From an optimization exercise on the open Yosys and OpenROAD flow, aimed at small area, a short achievable clock period and few clock cycles; shortcuts taken in it are not production practice. The RTL was checked by simulation tests, not by an equivalence proof against the original design. No activity file was given, so power comes from the tool's default toggle rates.

==> flow/design.v <==
`timescale 1ns / 1ps
module multi_control(
	clk,
	rst,
	OP,
	PCWriteCond,
	PCWrite,
	IorD,
	MemRead,
	MemWrite,
	MemtoReg,
	IRWrite,
	PCSource,
	ALUOp,
	ALUSrcA,
	ALUSrcB,
	RegWrite,
	RegDst,
	LED
);
	input wire clk, rst;
	input wire [5:0] OP;
	output wire PCWriteCond;
	output wire PCWrite;
	output wire IorD;
	output wire MemRead;
	output wire MemWrite;
	output wire MemtoReg;
	output wire IRWrite;
	output wire [1:0] PCSource;
	output wire [1:0] ALUOp;
	output wire ALUSrcA;
	output wire [1:0] ALUSrcB;
	output wire RegWrite;
	output wire RegDst;
	output wire [4:0] LED;
	reg [3:0] state;
	wire R, LW, SW, BEQ, J;		
	assign PCWriteCond 	= (state == 4'd8);
	assign PCWrite 		= (state == 4'd0) || (state == 4'd9);
	assign IorD				= (state == 4'd3) || (state == 4'd5);
	assign MemRead 		= (state == 4'd0) || (state == 4'd3);
	assign MemWrite		= (state == 4'd5);
	assign MemtoReg		= (state == 4'd4);
	assign IRWrite			= (state == 4'd0);
	assign PCSource		= {state == 4'd9, state == 4'd8};
	assign ALUOp			= {state == 4'd6, state == 4'd8};
	assign ALUSrcA			= (state == 4'd2) || (state == 4'd6) || (state == 4'd8);
	assign ALUSrcB			= {(state == 4'd1) || (state == 4'd2), (state == 4'd0) || (state == 4'd1)};
	assign RegWrite		= (state == 4'd4) || (state == 4'd7);
	assign RegDst			= (state == 4'd7);
	assign R   = ~OP[0] & ~OP[1] & ~OP[2] & ~OP[3] & ~OP[4] & ~OP[5];
	assign LW  =  OP[0] &  OP[1] & ~OP[2] & ~OP[3] & ~OP[4] &  OP[5];
	assign SW  =  OP[0] &  OP[1] & ~OP[2] &  OP[3] & ~OP[4] &  OP[5];
	assign BEQ = ~OP[0] & ~OP[1] &  OP[2] & ~OP[3] & ~OP[4] & ~OP[5];
	assign J   = ~OP[0] &  OP[1] & ~OP[2] & ~OP[3] & ~OP[4] & ~OP[5];
	assign LED[0] = (state == 4'd0);
	assign LED[1] = (state == 4'd1);
	assign LED[2] = (state == 4'd2) || (state == 4'd6) || (state == 4'd8) || (state == 4'd9);
	assign LED[3] = (state == 4'd3) || (state == 4'd5) || (state == 4'd7);
	assign LED[4] = (state == 4'd4);
	always @(posedge clk or posedge rst)
	begin
		if (rst)
			state <= 4'd0;
		else if (state == 4'd0)
			state <= 4'd1;
		else if (state == 4'd1)
		begin
			if (J)
				state <= 4'd9;
			else if (BEQ)
				state <= 4'd8;
			else if (R)
				state <= 4'd6;
			else if (LW || SW)
				state <= 4'd2;
			else
				state <= 4'd0;
		end else if (state == 4'd6)
			state <= 4'd7;
		else if (state == 4'd2)
		begin
			if (SW)
				state <= 4'd5;
			else
				state <= 4'd3;
		end else if (state == 4'd3)
			state <= 4'd4;
		else if (state == 4'd4 || state == 4'd5 || state == 4'd7 || state == 4'd9)
			state <= 4'd0;
		else
			state <= 4'd0;
	end
endmodule
`timescale 1ns / 1ps
module multi_ALU(
	OP,
	A,
	B,
	res,
	zero
);
	parameter num_one  = 32'h00000001;
	parameter num_zero = 32'h00000000;
	input  wire [31:0] A, B;
	input  wire [2 :0] OP;
	output reg  [31:0] res;
	output wire zero;
	wire [31:0] res_add, res_sub, res_and, res_or, res_nor, res_slt, res_xor, res_srl;
	assign res_add = A + B;
	assign res_sub = A - B;
	assign res_and = A & B;
	assign res_or  = A | B;
	assign res_nor = ~(A | B);
	always @*
		case (OP)
			3'b000: res = res_and;
			3'b001: res = res_or;
			3'b010: res = res_add;
			3'b100: res = res_nor;
			3'b110: res = res_sub;
			default: res = res_add;
		endcase
	assign zero = (res == 0) ? 1'b1 : 1'b0;
endmodule
`timescale 1ns / 1ps
module multi_ALU_Ctrl(
	ALUOp,	
	FUNC,		
	OP			
);
	input wire  [1:0] ALUOp;
	input wire  [5:0] FUNC;
	output wire [2:0] OP;
	wire LS, BEQ, R;
	wire OP_ADD, OP_SUB, OP_AND, OP_OR, OP_SLT;
	assign LS  = ~ALUOp[0] & ~ALUOp[1];
	assign BEQ =  ALUOp[0] & ~ALUOp[1];
	assign R   = ~ALUOp[0] &  ALUOp[1];
	assign OP_ADD = LS  | (FUNC[5] & ~FUNC[4] & ~FUNC[3] & ~FUNC[2] & ~FUNC[1] & ~FUNC[0] & R);
	assign OP_SUB = BEQ | (FUNC[5] & ~FUNC[4] & ~FUNC[3] & ~FUNC[2] &  FUNC[1] & ~FUNC[0] & R);
	assign OP_OR  = FUNC[5] & ~FUNC[4] & ~FUNC[3] &  FUNC[2] & ~FUNC[1] &  FUNC[0] & R;
	assign OP_NOR = FUNC[5] & ~FUNC[4] & ~FUNC[3] &  FUNC[2] &  FUNC[1] &  FUNC[0] & R;
	assign OP[2] =  OP_SUB | OP_NOR;
	assign OP[1] =  OP_ADD | OP_SUB;
	assign OP[0] =  OP_OR;
endmodule
`timescale 1ns / 1ps
module multi_register_files(
	clk, rst,
	AddrA, AddrB, AddrC,
	DataA, DataB, DataC,
	WriteAddr, WriteData, WriteEN
);
	input  wire clk, rst, WriteEN;
	input  wire [ 4:0] AddrA, AddrB, AddrC, WriteAddr;
	input  wire [31:0] WriteData;
	output wire [31:0] DataA, DataB, DataC;
	reg  [31:0] mem[31:0];
	assign DataA = mem[AddrA];
	assign DataB = mem[AddrB];
	assign DataC = mem[AddrC];
	always @(posedge clk or posedge rst)
		if (rst)
		begin
			mem[0]  = {32{1'b0}};
			mem[1]  = {32{1'b0}};
			mem[2]  = {32{1'b0}};
			mem[3]  = {32{1'b0}};
			mem[4]  = {32{1'b0}};
			mem[5]  = {32{1'b0}};
			mem[6]  = {32{1'b0}};
			mem[7]  = {32{1'b0}};
			mem[8]  = {32{1'b0}};
			mem[9]  = {32{1'b0}};
			mem[10] = {32{1'b0}};
			mem[11] = {32{1'b0}};
			mem[12] = {32{1'b0}};
			mem[13] = {32{1'b0}};
			mem[14] = {32{1'b0}};
			mem[15] = {32{1'b0}};
			mem[16] = {32{1'b0}};
			mem[17] = {32{1'b0}};
			mem[18] = {32{1'b0}};
			mem[19] = {32{1'b0}};
			mem[20] = {32{1'b0}};
			mem[21] = {32{1'b0}};
			mem[22] = {32{1'b0}};
			mem[23] = {32{1'b0}};
			mem[24] = {32{1'b0}};
			mem[25] = {32{1'b0}};
			mem[26] = {32{1'b0}};
			mem[27] = {32{1'b0}};
			mem[28] = {32{1'b0}};
			mem[29] = {32{1'b0}};
			mem[30] = {32{1'b0}};
			mem[31] = {32{1'b0}};
		end
		else if (WriteEN)
			mem[WriteAddr] = WriteData;
endmodule
`timescale 1ns / 1ps
module multi_register_EN(
	EN,		
	clk,		
	rst,		
	data_in,	
	data_out	
);
	parameter N = 32;
	input  wire EN;
	input  wire clk, rst;
	input  wire [N - 1 : 0] data_in;
	output reg [N - 1 : 0] data_out;
	always @(posedge clk or posedge rst)
		if (rst)
			data_out <= 0;
		else if (EN == 1'b1)
			data_out <= data_in;
		else
			data_out <= data_out;
endmodule
`timescale 1ns / 1ps
module multi_mux2(
	A,		
	B,		
	Ctrl,	
	S		
);
	parameter N = 32;
	input wire [N - 1: 0] A, B;
	output wire [N - 1: 0] S;
	input wire Ctrl;
	assign S = (Ctrl == 1'b0) ? A : B;
endmodule
`timescale 1ns / 1ps
module multi_mux4(
	A,		
	B,		
	C,		
	D,		
	Ctrl,	
	S		
	);
	parameter N = 16;
	input wire [N - 1: 0] A, B, C, D;
	output wire [N - 1: 0] S;
	input wire [1:0] Ctrl;
	assign S = (Ctrl == 2'b00) ? A :
				  ((Ctrl == 2'b01) ? B :
				  ((Ctrl == 2'b10) ? C : D
				  ));
endmodule
`timescale 1ns / 1ps
module multi_signext(
	input_16,	
	output_32	
);
	input wire [15:0]input_16;
	output wire [31:0]output_32;
assign output_32 = {{16{input_16[15]}}, input_16[15:0]};
endmodule
`timescale 1ns / 1ps
module multi_cpu_core(
	clk,         
	rst,         
	mem_addr,    
	mem_we,      
	mem_wdata,   
	mem_rdata,   
	dbg_addr,    
	dbg_data     
);
	input  wire clk;
	input  wire rst;
	output wire [9:0]  mem_addr;
	output wire        mem_we;
	output wire [31:0] mem_wdata;
	input  wire [31:0] mem_rdata;
	input  wire [4:0]  dbg_addr;
	output wire [31:0] dbg_data;
	wire PCWriteCond;
	wire PCWrite;
	wire IorD;
	wire MemRead;
	wire MemWrite;
	wire MemtoReg;
	wire IRWrite;
	wire [1:0] PCSource;
	wire [1:0] ALUOp;
	wire ALUSrcA;
	wire [1:0] ALUSrcB;
	wire RegWrite;
	wire RegDst;
	wire [4:0] LED;
	wire [31:0] InsReg;
	wire [31:0] ImmeSignext;
	wire [31:0] ImmeSignextShift;
	wire [2:0] ALUCtrl;
	wire [31:0] ALU_A;
	wire [31:0] ALU_B;
	wire [31:0] ALUResult;
	wire Zero;
	wire [31:0] ALUOutReg;
	wire [4:0] ReadRegAddrA;
	wire [4:0] ReadRegAddrB;
	wire [4:0] ReadRegAddrC;
	wire [4:0] WriteRegAddr;
	wire [31:0] WriteRegData;
	wire [31:0] ReadRegDataA;
	wire [31:0] ReadRegDataB;
	wire [31:0] ReadRegDataC;
	wire [31:0] AReg;
	wire [31:0] BReg;
	wire PCCtrl;
	wire [31:0] PCIn;
	wire [31:0] PCOutReg;
	wire [31:0] JumpAddr;
	wire [11:0] MemAddr_byte;
	wire [9:0] MemAddr_word;
	wire [31:0] MemData;
	wire [31:0] MemDataReg;
	assign ImmeSignextShift = {ImmeSignext[29:0], 2'b00};
	assign PCCtrl = (Zero & PCWriteCond) | PCWrite;
	assign JumpAddr = {PCOutReg[31:28], InsReg[25:0], 2'b00};
	assign ReadRegAddrA = InsReg[25:21];
	assign ReadRegAddrB = InsReg[20:16];
	assign ReadRegAddrC = dbg_addr;
	assign MemAddr_word = {MemAddr_byte[11:2]};
	assign mem_addr  = MemAddr_word;
	assign mem_we    = MemWrite;
	assign mem_wdata = BReg;
	assign MemData   = mem_rdata;
	assign dbg_data  = ReadRegDataC;
	multi_control control (
		.clk(clk),
		.rst(rst),
		.OP(InsReg[31:26]),
		.PCWriteCond(PCWriteCond),
		.PCWrite(PCWrite),
		.IorD(IorD),
		.MemRead(MemRead),
		.MemWrite(MemWrite),
		.MemtoReg(MemtoReg),
		.IRWrite(IRWrite),
		.PCSource(PCSource),
		.ALUOp(ALUOp),
		.ALUSrcA(ALUSrcA),
		.ALUSrcB(ALUSrcB),
		.RegWrite(RegWrite),
		.RegDst(RegDst),
		.LED(LED)
	);
	multi_register_files register_files(
		.clk(clk), .rst(rst), .WriteEN(RegWrite),
		.WriteData(WriteRegData), .WriteAddr(WriteRegAddr),
		.AddrA(ReadRegAddrA), .AddrB(ReadRegAddrB), .AddrC(ReadRegAddrC),
		.DataA(ReadRegDataA), .DataB(ReadRegDataB), .DataC(ReadRegDataC)
	);
	multi_ALU ALU(
		.OP(ALUCtrl),
		.A(ALU_A), .B(ALU_B),
		.res(ALUResult), .zero(Zero)
	);
	multi_ALU_Ctrl ALU_Ctrl(.ALUOp(ALUOp), .FUNC(InsReg[5:0]), .OP(ALUCtrl));
	multi_register_EN #(.N(32)) instruction_register(.clk(clk), .rst(rst), .EN(IRWrite), .data_in(MemData), .data_out(InsReg));
	multi_register_EN #(.N(32)) memory_register(.clk(clk), .rst(rst), .EN(MemRead), .data_in(MemData), .data_out(MemDataReg));
	multi_register_EN #(.N(32)) ALU_register(.clk(clk), .rst(rst), .EN(1'b1), .data_in(ALUResult), .data_out(ALUOutReg));
	multi_register_EN #(.N(32)) PC_register(.clk(clk), .rst(rst), .EN(PCCtrl), .data_in(PCIn), .data_out(PCOutReg));
	multi_register_EN #(.N(32)) A_register(.clk(clk), .rst(rst), .EN(1'b1), .data_in(ReadRegDataA), .data_out(AReg));
	multi_register_EN #(.N(32)) B_register(.clk(clk), .rst(rst), .EN(1'b1), .data_in(ReadRegDataB), .data_out(BReg));
	multi_mux2 #(.N(12)) mem_addr_mux(.A(PCOutReg[11:0]), .B(ALUOutReg[11:0]), .Ctrl(IorD), .S(MemAddr_byte));
	multi_mux2 #(.N(32)) ALU_A_mux(.A(PCOutReg), .B(AReg), .Ctrl(ALUSrcA), .S(ALU_A));
	multi_mux2 #(.N(5)) write_addr_mux(.A(InsReg[20:16]), .B(InsReg[15:11]), .Ctrl(RegDst), .S(WriteRegAddr));
	multi_mux2 #(.N(32)) write_data_mux(.A(ALUOutReg), .B(MemDataReg), .Ctrl(MemtoReg), .S(WriteRegData));
	multi_mux4 #(.N(32)) ALU_B_mux(
		.A(BReg), .B(32'd4), .C(ImmeSignext), .D(ImmeSignextShift),
		.Ctrl(ALUSrcB), .S(ALU_B)
	);
	multi_mux4 #(.N(32)) PC_mux(
		.A(ALUResult), .B(ALUOutReg),
		.C(JumpAddr), .D(32'd0),
		.Ctrl(PCSource), .S(PCIn)
	);
	multi_signext signextM(.input_16(InsReg[15:0]), .output_32(ImmeSignext));
endmodule
==> flow/run.sh <==
#!/bin/bash
# synth_recipe.tcl (not shown) runs the flow's synth.tcl, then flattens the netlist and writes it again
# the make line also repeats each setting of config.mk as NAME=value (left out here)
make -C /OpenROAD-flow-scripts/flow DESIGN_CONFIG=/design/flow/config.mk WORK_HOME=/design/flow/orfs CLKGATE_MAP_FILE= SYNTH_SCRIPT=/design/flow/synth_recipe.tcl finish
==> flow/config.mk <==
export PLATFORM = sky130hd
export DESIGN_NAME = multi_cpu_core
export DESIGN_NICKNAME = multi_cpu_core
export VERILOG_FILES = /design/flow/design.v
export SDC_FILE = /design/flow/constraint.sdc
export NUM_CORES = 8
export LEC_CHECK = 0
export CAP_MARGIN = 20
export CORE_MARGIN = 2
export CORE_UTILIZATION = 30
export PLACE_DENSITY = 0.5
export SLEW_MARGIN = 20
==> flow/constraint.sdc <==
create_clock -name core_clock -period 8.0 [get_ports {clk}]
set_input_delay 1.6000 -clock core_clock [delete_from_list [all_inputs] [get_ports {clk}]]
set_output_delay 1.6000 -clock core_clock [all_outputs]
set_load 0.01 [all_outputs]
==> results.yml <==
logic_synthesis:
  syn_nets: 7311
  synth_cell_types: 99
  synth_compound_area_share_pct: 32.4
  avgSynthCellArea_um2: 9.19
  async_flop_share_pct: 100
  yosys.area.top_type: "dfrtp_1"
  synthMuxAreaShare_pct: 2.76
  synth_seq_cells: 1220
  synth_top_family_by_area: "compound AO/OA/AOI/OAI gates"
  syn_inst: 7237
  synth_fa_ha_area_share_pct: 0.670
  syn_area_mm2: 0.0665
  synth_seq_area_share_pct: 45.9
  yosys-top-cells-area: "dfrtp_1 (46%), a221oi_1 (6.5%), a22o_1 (6.4%)"
  synth_xor_area_share_pct: 0.724
  synth_simple_gate_area_share_pct: 13.1
  yosysWarnings: 6
  synth_edf_count: 0
  yosys.area.top_type_share_pct: 45.9
  synth_ff_type: "dfrtp_1"
floorplan:
  num_rows: 172
  core_mm2: 0.220
  die_w_um: 475
  pin_count: 114
  start_util_pct: 30.2
  die_area_mm2: 0.225
  die_h_um: 475
placed_design:
  pre_cts_ws_ns: 0.821
  place_congestion: 1.03
  dp_hpwl_mm: 265
  io_buffers: 113
worst_setup_path:
  required_ns: 6.40
  cp-end-kind: "primary output"
  r2r_start: "control.state[2]"
  crit_path_start_kind: "input pin"
  path_class: "input pin to primary output"
  cp_max_fo: 19
  critPathLaunch: "dbg_addr[1]"
  worst_ep_arrival_time_ns: 5.74
clocking:
  clk_latency_ns: 0.87
  cts_hold_buf: 0
  cts_buffers: 143
  cts_tree: "done"
  root_buffer: "clkbuf_16"
  cts_sinks: 1220
  ctsResizeCount: 0
  cts_setup_buffers: 0
  clk_pin_slew_ns: 0.06
  clk_path_buf_depth: 3
  htree_levels: 4
cells_and_area:
  area_growth_syn_to_layout_pct: 16.5
  nNetsFinal: 7156
  drive_gt1_share_pct: 11.6
run_status:
  status: "timing/DRC/antenna clean"
pwr:
  leakagePower_nw: 31.4
  comb_power_share_pct: 46.6
  clkPwrFrac_pct: 19.6
  ir_worst_vdd_v: 0.000272
  intPower_mw: 17.5
  power_density_mw_per_mm2: 455
  swShare_pct: 50.3
  seq_power_share_pct: 33.7
  power.switching_mw: 17.7
global_routing:
  gr-usage-all-layers_pct: 39.0
  grt_overflow: 0
  grt_pass1_vias: 66600
  antenna_found_initial: 57
  grt_start_max_net_pins: 163
  grt_first_pass_wirelength_mm: 604
timing:
  whs_ns: 0.491
  rsz0062_at_grt: "false"
  slew_headroom_pct: 7.76
  fin_tns_setup_ns: 0
  worst_pin_slew_ns: 1.38
  setup_viol: 0
  fin_skew_ns: 0.0500
  fin_crit_sh_pct: 91.8
  min_period_ns: 7.34
  hold_violations: 0
  layout_setup_ws_ns: 0.657
  max_clock_freq_mhz: 136
  maxSlewViolCount: 0
hold_path:
  hp-class: "flop to flop"
  min-delay-start: "PC_register.data_out[0]"
drt:
  drcViolationCount: 0
  avgViaCountPerCell: 7.33
  drt-initial-drc-count: 16400
  routed_wl_mm: 451
  vias: 75000
  drtAntennaViolNets: 0
  post_drt_wl_per_cell_um: 44.1
  first_pass_iters: 14
run:
  drv_cap: 0
-- final timing paths --
check | cells after the start | slack, ns | to
hold reg to reg | 1 | 0.49 | PC_register.data_out[0]
setup reg to reg | 23 | 0.66 | PC_register.data_out[1]
max in group asynchronous | 4 | 4.84 | register_files.mem[9][15]
setup / recovery | 9 | 0.66 | dbg_data[13]
min in group asynchronous | 2 | 1.24 | register_files.mem[31][3]
hold / removal | 1 | 0.49 | PC_register.data_out[0]
-- power by group through the flow --
stage          sequential (mW)  combinational (mW)  clock, mW
3_5_place_dp              11.7                15.3          0
2_1_floorplan             10.2                9.24          0
5_1_grt                   11.9                17.0       7.19
6_report                  11.9                16.4       6.91
4_1_cts                   11.6                15.4       6.92
3_3_place_gp              11.7                15.2          0
-- metal layers --
layer	share of wire (%)	GRT usage, %
met1	37	48.0
met2	38	51.8
met3	16	21.7
met4	8.6	24.1
met5	0.12	1.86
-- cell families (layout without fill, tap and decap cells) --
family / count (synthesis) / in the layout
compound gates: 3094 / 3094
xor+xnor: 55 / 55
fa+ha+maj: 35 / 35
buf+inv: 734 / 693
flops: 1220 / 1220
mux: 167 / 167
other cells: 0 / 73
simple gates: 1932 / 1932
-- cell usage in the layout (no fill, tap or decap), drive strengths merged, types with 9 or more instances in the layout --
master	Yosys	layout
clkbuf	624	199
nand3	136	136
nand2b	16	16
mux2i	68	68
bufinv	0	10
buf	75	286
nor4b	9	9
nand3b	24	24
nor3	37	37
o32a	96	96
xnor2	30	30
clkdlybuf4s50	0	113
a221oi	498	498
inv	34	43
or3	10	10
a22oi	495	495
a22o	485	485
xor2	25	25
nor2	653	653
a211oi	18	18
o21a	29	29
dfrtp	1220	1220
mux2	99	99
o211ai	13	13
o21ai	679	679
a21o	23	23
nand2	727	727
ha	34	34
or2	14	14
o221ai	28	28
diode	0	73
and3	14	14
o31ai	15	15
nor2b	24	24
clkinv	1	38
nand4	218	218
and2	17	17
a31oi	21	21
a21oi	648	648
-- critical path, cell delays in order --
cell and delay (ns):
clkdlybuf4s50_1 0.61, or3b_2 0.60, nor2_4 1.05, buf_4 0.48, a22o_1 0.21, a221oi_1 0.05
nand4_1 0.14, o32a_1 0.36, clkdlybuf4s50_1 0.61
-- area by class of cell --
cell class,count,area (um2)
timing repair buffer,399,3810
multi-input combinational,5283,34300
fill,22300,142000
inverter,35,135
clock buffer,199,4110
tap,2958,3700
antenna,73,183
clock inverter,60,699
sequential,1220,30500
-- stage by stage --
stage	area, um2	utilization, %	power (mW)	instances
2_1_floorplan	66500	-	19.4	7237
3_5_place_dp	72200	32.8	26.9	9884
6_report	77500	35.2	35.2	10200
3_3_place_gp	72100	32.8	26.9	9881
4_1_cts	77000	35.0	33.9	10100
5_1_grt	77300	35.1	36.1	10200
-- cell usage after synthesis (all sizes together), types with 4 or more instances --
cell type / instances
mux2i: 68
a31oi: 21
a211oi: 18
clkbuf: 624
nand4: 218
o22ai: 4
nor2: 653
nand2: 727
a21oi: 648
o31ai: 15
or3b: 7
o221ai: 28
xnor2: 30
a22oi: 495
nor3b: 7
a21o: 23
dfrtp: 1220
mux2: 99
o21a: 29
ha: 34
or2: 14
a211o: 6
and2: 17
nand2b: 16
and3: 14
or3: 10
a2bb2oi: 7
nand3: 136
nand3b: 24
nor4: 5
o32a: 96
a221oi: 498
nor2b: 24
o21bai: 4
inv: 34
nor4b: 9
o211ai: 13
o21ai: 679
buf: 75
a221o: 5
nor3: 37
xor2: 25
a22o: 485
-- state kept, by name, summed over array words and instances (netlist names) --
register,count
instruction_register.data_out,32
B_register.data_out,32
register_files.mem,1024
PC_register.data_out,32
control.state,4
memory_register.data_out,32
ALU_register.data_out,32
A_register.data_out,32
Testbench counts, summed over its fixed seeds: cycles 107,698.

[what the ideal ports hide]
The results above use ideal ports. As a check the final layout listed here was re-extracted and re-timed, cells and wires unchanged.
Step 1, drivers: a clkbuf_16 drives clk and a buf_2 each remaining input, both assumed.
Step 2 moves the port delays by t, midway between the first and last clock arrival at a register: inputs arrive t later, outputs are due t later. That takes back most of the time a late clock gives input paths.
Three values: ideal ports, drivers, drivers and shift; two values: the first two.
t (ns): 0.930
setup slack, ns: 0.657 / 0.462 / 0.462
hold slack, ns: 0.491 / 0.491 / 0.491
worst data-port slew with drivers (ns): 0.20
After both steps setup and hold are still met in this run. The setup slack of this run moves by -0.195 ns with the drivers and by -0.195 ns with both steps.
